This design comes from an exercise in tuning for small area and a short achievable clock period on the open sky130 flow, not from production work.
Function was not checked in any run shown here: the RTL went through the layout flow alone.
Power figures rest on the tool's default switching activity, not on a simulated workload.

==> flow/design.v (outline; a module is shown in full before it is edited, if it fits) <==
// module fp32_mul: 1749 lines
// module fp32_mul_fa: 10 lines
// module fp32_mul_bsel: 9 lines
// module fp32_mul_bneg: 7 lines
// module fp32_mul_ha: 9 lines
module fp32_mul(
    input wire clk,
    input wire [31:0] a,         
    input wire [31:0] b,         
    input wire [2:0] rm,         
    output reg [31:0] result,    
    output wire nv,              
    output wire of,              
    output wire uf,              
    output wire nx               
);
  // ...
==> flow/run.sh <==
#!/bin/bash
# synth_recipe.tcl (not shown) runs the flow's synth.tcl, then flattens the netlist and writes it again
# the make line also repeats each setting of config.mk as NAME=value (left out here)
make -C /OpenROAD-flow-scripts/flow DESIGN_CONFIG=/design/flow/config.mk WORK_HOME=/design/flow/orfs CLKGATE_MAP_FILE= SYNTH_SCRIPT=/design/flow/synth_recipe.tcl finish
==> flow/config.mk <==
export PLATFORM = sky130hd
export DESIGN_NAME = fp32_mul
export DESIGN_NICKNAME = fp32_mul
export VERILOG_FILES = /design/flow/design.v
export SDC_FILE = /design/flow/constraint.sdc
export NUM_CORES = 4
export LEC_CHECK = 0
export CAP_MARGIN = 20
export CORE_MARGIN = 2
export CORE_UTILIZATION = 40
export SETUP_SLACK_MARGIN = 3.5
export SLEW_MARGIN = 20
export SYNTH_HIERARCHICAL = 1
==> flow/constraint.sdc <==
create_clock -name core_clock -period 8.2 [get_ports {clk}]
set_input_delay 1.6400 -clock core_clock [delete_from_list [all_inputs] [get_ports {clk}]]
set_output_delay 1.6400 -clock core_clock [all_outputs]
set_load 0.01 [all_outputs]
==> qor.yml, run 1 <==
layout:
  largest_reg_flops: 48
  clock_buffers: 37
  bufAreaShareNonClock_pct: 7.42
  nNonClkInverters: 69
  final_cell_mix: "341 x xor2_1, 300 x a22o_1, 267 x fa_1"
  buffers: 238
  drive_gt1_share_pct: 13.5
  seq_cells: 242
  largestRegisters: "ts2 (48), tc2 (47)"
synthesis:
  synth_edf_count: 0
  synthMuxAreaShare_pct: 4.11
  yosys_warnings: 10
  synth_area_um2: 27300
  synth_top_family_by_area: "compound AO/OA/AOI/OAI gates"
  synth_common_cells: "354 x xor2_1, 300 x a22o_1, 267 x fa_1"
  yosysMostFrequentCell: "xor2_1"
min_path:
  hold_end: "s3_is_zero$_DFF_P_"
floorplan:
  die_height_um: 265
routing:
  dr.pass1.iters: 6
  drt_iter0_markers: 2285
  wl_met1_um: 41000
  top_layer: "met4"
setup_path:
  critPathBufInv: 4
  cp_common_cell: "buf_6"
  critPathSlowestCell: "dfxtp_2"
  r2r_setup_slack_ns: 3.61
  cp_max_fo: 4
  critPathLaunch: "s3_mant[0]$_DFF_P_"
sta:
  whs_ns: 0.324
  drv_slew: 0
  relSlewSlack_pct: 26.8
power:
  clock_power_uw: 1260
  power_leader: "combinational cells"
outcome:
  status: "complete, no violations"
clock_network:
  post_cts_resized: 193
  cts_buffers: 28
placed_design:
  placed_area_um2: 29800
grt:
  grt_start_max_net_pins: 60
==> inputs of run 2 (changes only) <==
--- a/flow/design.v
+++ b/flow/design.v
@@ -73,56 +73,57 @@
     wire s0_m_away = ((rm == 3'b010) & s0_sign) | ((rm == 3'b011) & ~s0_sign);
     wire s0_m_rne = (rm != 3'b001) & (rm != 3'b010) & (rm != 3'b011) & (rm != 3'b100);
     wire s0_one_sub = a_sub ^ b_sub;
     wire [4:0] pa = msb_index({9'b0, fa});
     wire [4:0] pb = msb_index({9'b0, fb});
     wire [4:0] s0_p = a_sub ? pa : pb;       
     wire [4:0] tza = a_fz ? 5'd23 : lsb_index({9'b0, fa});
     wire [4:0] tzb = b_fz ? 5'd23 : lsb_index({9'b0, fb});
-    wire [5:0] s0_tzs = {1'b0, tza} + {1'b0, tzb};
     wire [8:0] s0_esum = {1'b0, ea[7:1], ea[0] | a_sub} + {1'b0, eb[7:1], eb[0] | b_sub};
     reg [23:0] ma;
     reg [23:0] mb;
     reg s1_one_sub;
     reg [4:0] s1_p;
-    reg [5:0] s1_tzs;
+    reg [4:0] s1_tza, s1_tzb;
     reg [8:0] s1_esum;
     reg s1_sign;
     reg s1_m_rne, s1_m_rmm, s1_m_away;
     reg s1_invalid, s1_is_nan, s1_is_inf, s1_is_zero;
     always @(posedge clk) begin
         ma <= {~a_sub, fa};
         mb <= {~b_sub, fb};
         s1_one_sub <= s0_one_sub;
         s1_p <= s0_p;
-        s1_tzs <= s0_tzs;
+        s1_tza <= tza;
+        s1_tzb <= tzb;
         s1_esum <= s0_esum;
         s1_sign <= s0_sign;
         s1_m_rne <= s0_m_rne;
         s1_m_rmm <= s0_m_rmm;
         s1_m_away <= s0_m_away;
         s1_invalid <= s0_invalid;
         s1_is_nan <= s0_is_nan;
         s1_is_inf <= s0_is_inf;
         s1_is_zero <= s0_is_zero;
     end
     wire [4:0] sh_left = s1_one_sub ? s1_p : 5'd23;
     wire [9:0] sh_right = 10'd151 - {1'b0, s1_esum};
     wire right_pos = ~sh_right[9];
     wire right_wins = right_pos & (sh_right > {5'b0, sh_left});
     wire right_big = right_pos & (sh_right > 10'd49);
     wire [5:0] s1_rs = right_wins ? (right_big ? 6'd49 : sh_right[5:0]) : {1'b0, sh_left};
-    wire [6:0] tz1 = {1'b0, s1_tzs} + 7'd1;
+    wire [6:0] tz1 = {2'b0, s1_tza} + {2'b0, s1_tzb} + 7'd1;
     wire s1_sticky = (tz1 < {2'b0, sh_left}) | (right_pos & ({3'b0, tz1} < sh_right));
     wire [9:0] s1_exp_full = {1'b0, s1_esum} - (s1_one_sub ? 10'd150 - {5'b0, s1_p} : 10'd127);
     wire [7:0] s1_exp = s1_exp_full[7:0];
     wire s1_exp_le0 = s1_exp_full[9] | (s1_exp_full == 10'd0);
     wire s1_exp_ge255 = ~s1_exp_full[9] & (s1_exp_full >= 10'd255);
     wire s1_exp_eq254 = (s1_exp_full == 10'd254);
+    localparam LOW = 12;
     wire [47:0] ts;
     wire [47:0] tc;
     wire [25:0] mbx = {2'b00, mb, 1'b0};
     wire [12:0] bneg, bone, btwo;
     wire [24:0] max1 = {ma, 1'b0};    
     assign bneg[0] = mbx[2];
     assign bone[0] = mbx[1] ^ mbx[0];
     assign btwo[0] = (mbx[2] & ~mbx[1] & ~mbx[0]) | (~mbx[2] & mbx[1] & mbx[0]);
@@ -1656,44 +1657,50 @@
     wire t283s, t283c;
     fp32_mul_fa u_t283 (.x(pp[298]), .y(t282s), .z(t280c), .s(t283s), .c(t283c));
     wire t284s, t284c;
     fp32_mul_fa u_t284 (.x(~pp[322]), .y(pp[299]), .z(t282c), .s(t284s), .c(t284c));
     wire t285s, t285c;
     fp32_mul_fa u_t285 (.x(~bneg[11]), .y(pp[322]), .z(pp[323]), .s(t285s), .c(t285c));
     assign ts = {t285s, t284s, t283s, t281s, t276c, t276s, t273s, t265c, t260c, t255c, t255s, t249s, t236c, t229c, t221c, t213c, t204c, t195c, t185c, t175c, t164c, t164s, t153s, t131c, t120c, t109c, t99c, t89c, t88s, t71c, t63c, t55c, t48c, t41c, t40s, t29c, t24c, t23s, t18s, t11c, t10s, t7s, t4s, t2s, t0c, pp[2], pp[1], bneg[0]};
     assign tc = {t284c, t283c, t281c, t279c, t279s, t273c, t269c, t269s, t265s, t260s, t249c, t243c, t243s, t236s, t229s, t221s, t213s, t204s, t195s, t185s, t175s, t153c, t142c, t142s, t131s, t120s, t109s, t99s, t89s, t80s, t71s, t63s, t55s, t48s, t41s, t35s, t29s, t24s, t19s, t15s, t11s, t8s, t5s, t3s, t1s, t0s, 1'b0, pp[0]};
-    reg [47:0] ts2;
-    reg [47:0] tc2;
+    wire [LOW:0] plo = {1'b0, ts[LOW-1:0]} + {1'b0, tc[LOW-1:0]};
+    reg [LOW-1:0] plo2;
+    reg [47:LOW] ts2;
+    reg [47:LOW] tc2;
+    reg clo2;
     reg [5:0] s2_rs;
     reg s2_sticky;
     reg [7:0] s2_exp;
     reg s2_exp_le0, s2_exp_ge255, s2_exp_eq254;
     reg s2_sign;
     reg s2_m_rne, s2_m_rmm, s2_m_away;
     reg s2_invalid, s2_is_nan, s2_is_inf, s2_is_zero;
     always @(posedge clk) begin
-        ts2 <= ts;
-        tc2 <= tc;
+        plo2 <= plo[LOW-1:0];
+        clo2 <= plo[LOW];
+        ts2 <= ts[47:LOW];
+        tc2 <= tc[47:LOW];
         s2_rs <= s1_rs;
         s2_sticky <= s1_sticky;
         s2_exp <= s1_exp;
         s2_exp_le0 <= s1_exp_le0;
         s2_exp_ge255 <= s1_exp_ge255;
         s2_exp_eq254 <= s1_exp_eq254;
         s2_sign <= s1_sign;
         s2_m_rne <= s1_m_rne;
         s2_m_rmm <= s1_m_rmm;
         s2_m_away <= s1_m_away;
         s2_invalid <= s1_invalid;
         s2_is_nan <= s1_is_nan;
         s2_is_inf <= s1_is_inf;
         s2_is_zero <= s1_is_zero;
     end
-    wire [47:0] P = ts2 + tc2;
+    wire [47:LOW] phi = ts2 + tc2 + {{(47-LOW){1'b0}}, clo2};
+    wire [47:0] P = {phi, plo2};
     wire [48:0] shifted = {P, 1'b0} >> s2_rs;
     wire [26:0] sig = {shifted[25:0], s2_sticky};
     wire hi = sig[26];
     wire g = hi ? sig[2] : sig[1];
     wire rest = hi ? (sig[1] | sig[0]) : sig[0];
     wire lsbit = hi ? sig[3] : sig[2];
     wire s2_inexact = g | rest;
     wire s2_add_one = (s2_m_rne & g & (lsbit | rest)) |
==> run 2 against run 1 <==
Compared with the run above:
- still clean
- clock power hardly changed
- setup slack better by 0.027 ns
- first-iteration DRC count is 8.3% lower
- synthesized cell count is 6.5% lower
- utilization is 0.39 points lower
- power is 7.1% lower
- critical path depth is 1 lower
- final area is 5.3% lower
- largest cell class unchanged
- highest routed layer is now met5
==> qor.yml, run 2 <==
synthesis:
  synthCells: 2699  # was 2887
  yosysMostFrequentCell: "xor2_1"  # unchanged
  ys_seq_elements: 236  # was 242
  synth_top_area_share_pct: 20.8  # was 19.6%
  synth_compound_area_share_pct: 24.3  # was 24.8%
  synthArstFlopShare_pct: 0  # unchanged
  yosys_warnings: 10  # unchanged
  synth_top_family_by_area: "adder cells"  # was compound AO/OA/AOI/OAI gates
  seq_area_frac_synth_pct: 18.2  # was 17.8%
  synthMuxAreaShare_pct: 4.48  # was 4.11%
  synth.area.top_cells: "fa_1 21%, dfxtp_1 18%, xor2_1 12%, a22o_1 10%, ha_1 5.3%"  # was fa_1 20%, dfxtp_1 18%, xor2_1 11%, a22o_1 9.6%, ha_1 5.1%
  synth_common_cells: "353 x xor2_1, 303 x a22o_1, 269 x fa_1"  # was 354 x xor2_1, 300 x a22o_1, 267 x fa_1
  synth-simple-area-share_pct: 11.2  # was 13.2%
  yosys.area.top_type: "fa_1"  # unchanged
  synth_area_um2: 25900  # was 27300 um2
  avgSynthCellArea_um2: 9.60  # was 9.44 um2
  synth-main-ff-cell: "dfxtp_1"  # unchanged
  synth_fa_ha_area_share_pct: 26.0  # was 24.7%
  synth_xor_area_share_pct: 13.2  # was 12.9%
  ys_types: 96  # was 102
  synth_edf_count: 0  # unchanged
setup_path:
  crit_required_ns: 6.56  # about the same
  cp_common_cell: "buf_6"  # unchanged
  critPathSlowestCell: "nor4_4"  # was dfxtp_2
  path_class: "register to output pin"  # unchanged
  cp_max_fo: 4  # unchanged
  arrival_ns: 3.07  # was 3.10 ns
  crit_chain: "and3_4, and3_4, nand2_4, nor4_4, a41o_2, a21oi_4, or2_4, o21ai_4, buf_6, buf_6, buf_6, a21oi_2, buf_2"  # was ha_4, ha_4, and3_4, nand2_4, nor3_4, a41o_4, a21oi_4, or2_4, o21ai_4, buf_6, buf_6, buf_6, a21oi_2, buf_2
  end_kind: "output pin"  # unchanged
  slowest_delay_ns: 0.38  # was 0.34 ns
  cp-start-kind: "register"  # unchanged
layout:
  final_area_um2: 30300  # was 32000 um2
  fillers: 6111  # was 6388
  stdcell_count: 3782  # was 3984
  syn2layout_area_growth_pct: 17.0  # was 17.5%
  drive_gt1_share_pct: 12.4  # was 13.5%
  final-seq-area_um2: 4770  # was 4880 um2
  multi_input_area_um2: 21200  # was 22400 um2
  final_cell_mix: "342 x xor2_1, 303 x a22o_1, 269 x fa_1"  # was 341 x xor2_1, 300 x a22o_1, 267 x fa_1
  fin_nets: 3353  # was 3533
  layout_commonest_cell: "xor2_1"  # unchanged
  largestRegisters: "tc2 (36), ts2 (36)"  # was ts2 (48), tc2 (47)
sta:
  whs_ns: 0.323  # was 0.324 ns
  hold_viol_final: 0  # unchanged
  fin_ws_ns: 3.49  # was 3.46 ns
  max_freq_mhz: 212  # was 211 MHz
  finalSetupViolCount: 0  # unchanged
  fin_tns_setup_ns: 0  # unchanged
  relSlewSlack_pct: 36.2  # was 26.8%
  rsz0062_at_grt: "true"  # unchanged
  period_needed_ns: 4.71  # was 4.74 ns
  final.period_utilization_pct: 57.5  # was 57.8%
  tightest_slew_ns: 0.946  # was 1.10 ns
  fin_skew_ns: 0.0124  # was 0.0464 ns
  drv_slew: 0  # unchanged
floorplan:
  initial_core_util_pct: 40.3  # was 40.5%
  num_rows: 93  # was 95
  io_pins: 104  # unchanged
  core_um2: 64200  # was 67300 um2
  die_height_um: 259  # was 265 um
  die-area_um2: 66800  # was 70300 um2
  fp.dieW_um: 259  # was 265 um
clock_network:
  htree_num_levels: 1  # unchanged
  clockBufferDepth: 3  # unchanged
  clock_tree.root_cell: "clkbuf_16"  # unchanged
  clk_pin_slew_worst_paths_ns: 0.06  # about the same
  cts.sinks: 236  # was 242
  clock_latency_ns: 0.57  # was 0.60 ns
  cts_tree: "yes"  # unchanged
  cts_hold_buf: 0  # unchanged
  cts_buffers: 27  # was 28
routing:
  drt_iter0_markers: 2096  # was 2285
  drtAntennaViolNets: 0  # unchanged
  num_vias: 23300  # was 25200
  vias_per_cell: 6.15  # was 6.32
  drt-total-wl_um: 92700  # was 102000 um
  drc: 0  # unchanged
  dr.pass1.iters: 6  # unchanged
  wl_per_cell_um: 24.5  # was 25.7 um
outcome:
  status: "complete, no violations"  # unchanged
placed_design:
  place_inst: 3654  # was 3861
  placed_area_um2: 28400  # was 29800 um2
  gp_congestion: 0.950  # was 0.949
  dp_slack_ns: 2.82  # was 2.41 ns
  port-buffer-count: 103  # unchanged
  dp_hpwl_um: 64700  # was 72000 um
grt:
  grtUsageTotal_pct: 27.1  # was 28.1%
  first_global_vias: 23800  # was 25800
  grt.overflow.total: 0  # unchanged
  grt_pass1_wl_um: 142000  # was 154000 um
  antenna_found_initial: 3  # was 1
  grt_start_max_net_pins: 53  # was 60
power:
  seqPwrFrac_pct: 13.7  # was 13.0%
  clockPowerShare_pct: 9.4  # was 8.8%
  power_leakage_uw: 0.0126  # was 0.0130 uW
  power.internal_uw: 6600  # was 6880 uW
  switching_share_pct: 50.7  # was 52.3%
  power_switching_uw: 6800  # was 7530 uW
  cellPowerDensity_nw_per_um2: 442  # was 450 nW/um2
  pwr-share-comb_pct: 76.9  # was 78.3%
  vdd_drop_max_mv: 0.199  # was 0.217 mV
min_path:
  hold_path_class: "register to register"  # unchanged
flow_run:
  drv_cap: 0  # unchanged
[run 2: cell count changes in the layout (fill, tap and decap cells not counted), sizes merged, moves of 9 or more]
| cell | change |
|---|---|
| nand2 | -39 |
| mux2i | +23 |
| nand3 | -22 |
| and3 | -17 |
| nand4 | -15 |
| o21a | +15 |
| o211ai | -13 |
| nor2 | -12 |
| mux4 | -10 |
| xnor2 | -10 |
| a211oi | -9 |
[run 2: logic make-up (layout without fill, tap and decap cells)]
logic type               Yosys count  after routing
other                              1             25
XOR/XNOR                         391            392
adder cells (fa/ha/maj)          378            378
multiplexers                      95             95
flip-flops                       236            236
buffers and inverters            155            350
AND/OR/NAND/NOR                  595            599
AO/OA/AOI/OAI                    848            852
[run 2: worst max-delay path: cells and delay by family (launching register included)]
| kind | cells | cell delay (ns) |
|---|---|---|
| buf+inv | 4 | 0.49 |
| simple gates | 5 | 1.10 |
| compound gates | 4 | 0.60 |
| flops | 1 | 0.33 |
[run 2: per-module statistics from Yosys (local to each module, per instance)]
module | cell area [um2] | flops+latches | cells inside
fp32_mul_ha | 12.5 | 0 | 1
fp32_mul_bsel | 8.76 | 0 | 1
fp32_mul_bneg | 8.76 | 0 | 1
fp32_mul_fa | 20.0 | 0 | 1
fp32_mul | 15100 | 236 | 1813
[run 2: path summary, 6_finish.rpt]
| kind | to | depth (start not counted) | slack [ns] | start |
|---|---|---|---|---|
| worst max-delay path | result[10] | 13 | 3.49 | s3_mant[9]$_DFF_P_ |
| worst min-delay path | s3_is_zero$_DFF_P_ | 0 | 0.32 | s2_is_zero$_DFF_P_ |
| worst max register to register | tc2[19]$_DFF_P_ | 10 | 3.53 | mb[9]$_DFF_P_ |
| worst min register to register | s3_is_zero$_DFF_P_ | 0 | 0.32 | s2_is_zero$_DFF_P_ |
[run 2: per-stage QoR]
| step | power (uW) | util (%) |
|---|---|---|
| after floorplan | 8760 | - |
| after global placement | 11600 | 44.2 |
| after detailed placement | 11800 | 44.2 |
| after CTS | 13100 | 46.6 |
| after global routing | 14600 | 47.2 |
| final | 13400 | 47.2 |
[run 2: metal layers]
layer | vias up | part of all wire (%) | global-route usage [%]
met4 | 2 | 4.8 | 12.7
met5 | - | 0.014 | 0
li1 | 10400 | - | -
met2 | 1168 | 46 | 44.0
met3 | 285 | 8.3 | 4.83
met1 | 11500 | 41 | 35.1
[run 2: repair_timing]
item                       in CTS  in global routing
setup endpoints to repair      79                 44
buffers inserted               40                 26
pin swaps                      15                 21
gates cloned                    8                  5
gates resized for setup       155                 68
[run 2: cell type report]
type / count / area share (%)
multi-input combinational: 2340 / 69.8
antenna: 1 / 0.00825
clock inverter: 12 / 0.499
inverter: 69 / 0.862
tap: 855 / 3.53
sequential: 236 / 15.7
timing repair buffer: 233 / 6.97
clock buffer: 36 / 2.61
[run 2: power groups by stage]
stage	Combinational [uW]	Sequential (uW)	Clock [uW]
CTS	10000	1840	1290
floorplan	6940	1820	0
global route	11400	1880	1330
global placement	9740	1850	0
detailed placement	9900	1860	0
finish	10300	1840	1260
==> inputs of run 3 (changes only) <==
--- a/flow/config.mk
+++ b/flow/config.mk
@@ -8,6 +8,6 @@
 export CAP_MARGIN = 20
 export CORE_MARGIN = 2
 export CORE_UTILIZATION = 40
-export SETUP_SLACK_MARGIN = 3.5
+export SETUP_SLACK_MARGIN = 3.9
 export SLEW_MARGIN = 20
 export SYNTH_HIERARCHICAL = 1
==> run 3 against run 2 <==
Compared with the run above:
- utilization increased by 1.7 points
- sequential share of layout area decreased by 0.44 points
- power increased by 3.5%
- area after synthesis unchanged
- final area increased by 3.6%
- global-route usage increased by 1.5 points
- non-clock buffer count increased by 63
- register-to-register slack improved by 0.37 ns
- first-iteration DRC count decreased by 2.1%
- critical path type unchanged
- synthesized cell count unchanged
- wire length increased by 5.6%
- largest power group unchanged
- still clean
- via count increased by 2.1%
- highest routed layer is now met4
==> qor.yml, run 3 <==
placed_design:
  placed_area_um2: 28500  # was 28400 um2
  port-buffer-count: 103  # unchanged
  dp_hpwl_um: 66600  # was 64700 um
  gp_congestion: 0.927  # was 0.950
  dp_slack_ns: 2.97  # was 2.82 ns
synthesis:
  synth-simple-area-share_pct: 11.2  # unchanged
  avgSynthCellArea_um2: 9.60  # unchanged
  yosys_warnings: 10  # unchanged
  seq_area_frac_synth_pct: 18.2  # unchanged
  synth_xor_area_share_pct: 13.2  # unchanged
  ys_types: 96  # unchanged
  synth_common_cells: "353 x xor2_1, 303 x a22o_1, 269 x fa_1"  # unchanged
  synth_area_um2: 25900  # unchanged
  synthArstFlopShare_pct: 0  # unchanged
  synthCells: 2699  # unchanged
  synth_compound_area_share_pct: 24.3  # unchanged
  synth_top_family_by_area: "adder cells"  # unchanged
  synthMuxAreaShare_pct: 4.48  # unchanged
  yosysMostFrequentCell: "xor2_1"  # unchanged
  synth_top_area_share_pct: 20.8  # unchanged
  synth-main-ff-cell: "dfxtp_1"  # unchanged
  ys_seq_elements: 236  # unchanged
  synth.area.top_cells: "fa_1 21%, dfxtp_1 18%, xor2_1 12%, a22o_1 10%, ha_1 5.3%"  # unchanged
  synth_fa_ha_area_share_pct: 26.0  # unchanged
  yosys.area.top_type: "fa_1"  # unchanged
  synth_edf_count: 0  # unchanged
sta:
  hold_viol_final: 0  # unchanged
  fin_tns_setup_ns: 0  # unchanged
  period_needed_ns: 4.74  # was 4.71 ns
  tightest_slew_ns: 0.925  # was 0.946 ns
  fin_skew_ns: 0.0177  # was 0.0124 ns
  final.period_utilization_pct: 57.9  # was 57.5%
  max_freq_mhz: 211  # was 212 MHz
  fin_ws_ns: 3.46  # was 3.49 ns
  relSlewSlack_pct: 38.3  # was 36.2%
  finalSetupViolCount: 0  # unchanged
  drv_slew: 0  # unchanged
  rsz0062_at_grt: "true"  # unchanged
floorplan:
  initial_core_util_pct: 40.3  # unchanged
  fp.dieW_um: 259  # unchanged
  die_height_um: 259  # unchanged
  num_rows: 93  # unchanged
  core_um2: 64200  # unchanged
  io_pins: 104  # unchanged
  die-area_um2: 66800  # unchanged
layout:
  largestRegisters: "tc2 (36), ts2 (36)"  # unchanged
  final_area_um2: 31400  # was 30300 um2
  fin_nets: 3414  # was 3353
  drive_gt1_share_pct: 16.6  # was 12.4%
  layout_commonest_cell: "xor2_1"  # unchanged
  final_cell_mix: "335 x xor2_1, 302 x a22o_1, 257 x fa_1"  # was 342 x xor2_1, 303 x a22o_1, 269 x fa_1
  syn2layout_area_growth_pct: 21.3  # was 17.0%
setup_path:
  end_kind: "output pin"  # unchanged
  cp-start-kind: "register"  # unchanged
  arrival_ns: 3.10  # was 3.07 ns
  cp_max_fo: 4  # unchanged
  path_class: "register to output pin"  # unchanged
  crit_required_ns: 6.56  # about the same
clock_network:
  clockBufferDepth: 3  # unchanged
  cts.sinks: 236  # unchanged
  clock_tree.root_cell: "clkbuf_16"  # unchanged
  clk_pin_slew_worst_paths_ns: 0.06  # about the same
  htree_num_levels: 1  # unchanged
  clock_latency_ns: 0.57  # about the same
  cts_buffers: 26  # was 27
  cts_tree: "yes"  # unchanged
  cts_hold_buf: 0  # unchanged
power:
  power_leakage_uw: 0.0130  # was 0.0126 uW
  cellPowerDensity_nw_per_um2: 441  # was 442 nW/um2
  vdd_drop_max_mv: 0.252  # was 0.199 mV
grt:
  grtUsageTotal_pct: 28.6  # was 27.1%
  grt_start_max_net_pins: 51  # was 53
  grt.overflow.total: 0  # unchanged
  antenna_found_initial: 3  # unchanged
  first_global_vias: 24500  # was 23800
  grt_pass1_wl_um: 148000  # was 142000 um
routing:
  drtAntennaViolNets: 0  # unchanged
  drt-total-wl_um: 97900  # was 92700 um
  drt_iter0_markers: 2051  # was 2096
  wl_per_cell_um: 25.5  # was 24.5 um
  drc: 0  # unchanged
  dr.pass1.iters: 8  # was 6
  num_vias: 23800  # was 23300
  vias_per_cell: 6.18  # was 6.15
outcome:
  status: "complete, no violations"  # unchanged
min_path:
  hold_path_class: "register to register"  # unchanged
flow_run:
  drv_cap: 0  # unchanged
[run 3: cell count changes in the layout (fill, tap and decap cells not counted), moves of 7 or more]
| cell | delta |
|---|---|
| buf_4 | +43 |
| xor2_1 | -7 |
| dfxtp_1 | -10 |
| fa_2 | +12 |
| buf_2 | +10 |
| buf_12 | +11 |
| fa_1 | -12 |
| dfxtp_4 | +8 |
[run 3: cell families (layout without fill, tap and decap cells)]
logic type / count (synthesis) / after routing
compound gates: 848 / 851
xor+xnor: 391 / 393
fa+ha+maj: 378 / 378
buf+inv: 155 / 412
flops: 236 / 236
mux: 95 / 95
other cells: 1 / 26
simple gates: 595 / 598
[run 3: worst paths after layout]
kind         slack (ns)          startpoint  cells past startpoint                end
min reg2reg        0.32   s2_exp[6]$_DFF_P_                      0  s3_exp[6]$_DFF_P_
min                0.32   s2_exp[6]$_DFF_P_                      0  s3_exp[6]$_DFF_P_
max reg2reg        3.90       mb[7]$_DFF_P_                     11    tc2[31]$_DFF_P_
max                3.46  s3_mant[8]$_DFF_P_                     12         result[18]
[run 3: power breakdown]
part           switching, uW  internal, uW  total (uW)  leakage [uW]
Sequential               240          1630        1870       0.00198
Clock                    493           750        1240      0.000446
Combinational           6280          4480       10800        0.0106
Total                   7010          6860       13900        0.0130
[run 3: metrics by stage]
step                power, uW  std cells  utilization [%]  hold slack [ns]
finish                  13900       3844             48.9            0.325
floorplan                8770       2722                -            0.310
CTS                     13400       3807             47.8            0.326
global route            14900       3842             48.9            0.328
global placement        11800       3649             44.4            0.310
detailed placement      11900       3649             44.4            0.312
[run 3: repair_timing]
item / 4_1_cts / 5_1_grt
cloned: 12 / 2
endpoints found under the setup margin: 110 / 88
endpoints found under the hold margin: 0 / 0
buffers inserted: 99 / 33
resized for setup: 227 / 98
pin swaps: 33 / 40
[run 3: metal layers]
metal	vias up	wire length, um	global-route usage (%)
li1	10500	-	-
met1	11700	38700	35.6
met5	-	0	0
met2	1287	45500	47.3
met3	325	8420	5.71
met4	0	5230	14.3
[run 3: per-module statistics from Yosys (local to each module, per instance)]
module	area, um2	cells
fp32_mul_bneg	8.76	1
fp32_mul_fa	20.0	1
fp32_mul	15100	1813
fp32_mul_bsel	8.76	1
fp32_mul_ha	12.5	1
[run 3: critical path, cell delays in order (launching register included)]
cell	delay, ns
dfxtp_2	0.35
and3_4	0.18
and3_4	0.21
nand2_4	0.07
nor4_4	0.36
a41o_2	0.31
a21oi_4	0.09
or2_4	0.26
o21ai_4	0.24
buf_6	0.17
buf_6	0.11
a21oi_1	0.04
buf_2	0.15
[run 3: layout make-up]
type                       count  area (um2)
antenna                        2        5.00
clock inverter                11         141
inverter                      69         264
multi-input combinational   2339       21600
tap                          855        1070
sequential                   236        4800
fill                        5969       32800
clock buffer                  36         771
timing repair buffer         296        2770

## port drivers added, routing unchanged
The flow's constraints put no driver on any port. The routed layouts listed below were extracted and timed again, unchanged, in two steps. Step 1 (the two cells are an assumption about what drives the block):
set clk [get_ports {clk}]
set_driving_cell -lib_cell sky130_fd_sc_hd__clkbuf_16 $clk
set_driving_cell -lib_cell sky130_fd_sc_hd__buf_2 [delete_from_list [all_inputs] $clk]
Step 2, shift: input delay + t, output delay - t, t = (earliest + latest rising clock arrival at the registers) / 2. This alone moves slack from input paths to output paths. Three values: ideal ports, drivers, drivers and shift; two values: the first two.
| run | t, ns | setup WS [ns] | worst setup path at the end | clock arrival spread, ns | slew at the worst register clock pin (ns) |
|---|---|---|---|---|---|
| run 1 | 0.642 | 3.458 / 3.395 / 3.008 | input to register | 0.048 / 0.048 | 0.07 / 0.07 |
| run 2 | 0.623 | 3.485 / 3.425 / 3.103 | input to register | 0.013 / 0.012 | 0.07 / 0.07 |
| run 3 | 0.622 | 3.456 / 3.392 / 3.481 | input to register | 0.017 / 0.018 | 0.07 / 0.07 |
After both steps every run listed still meets setup and hold. For run 1, which loses most, drivers alone change the setup slack by -0.063 ns; drivers and shift together by -0.450 ns.
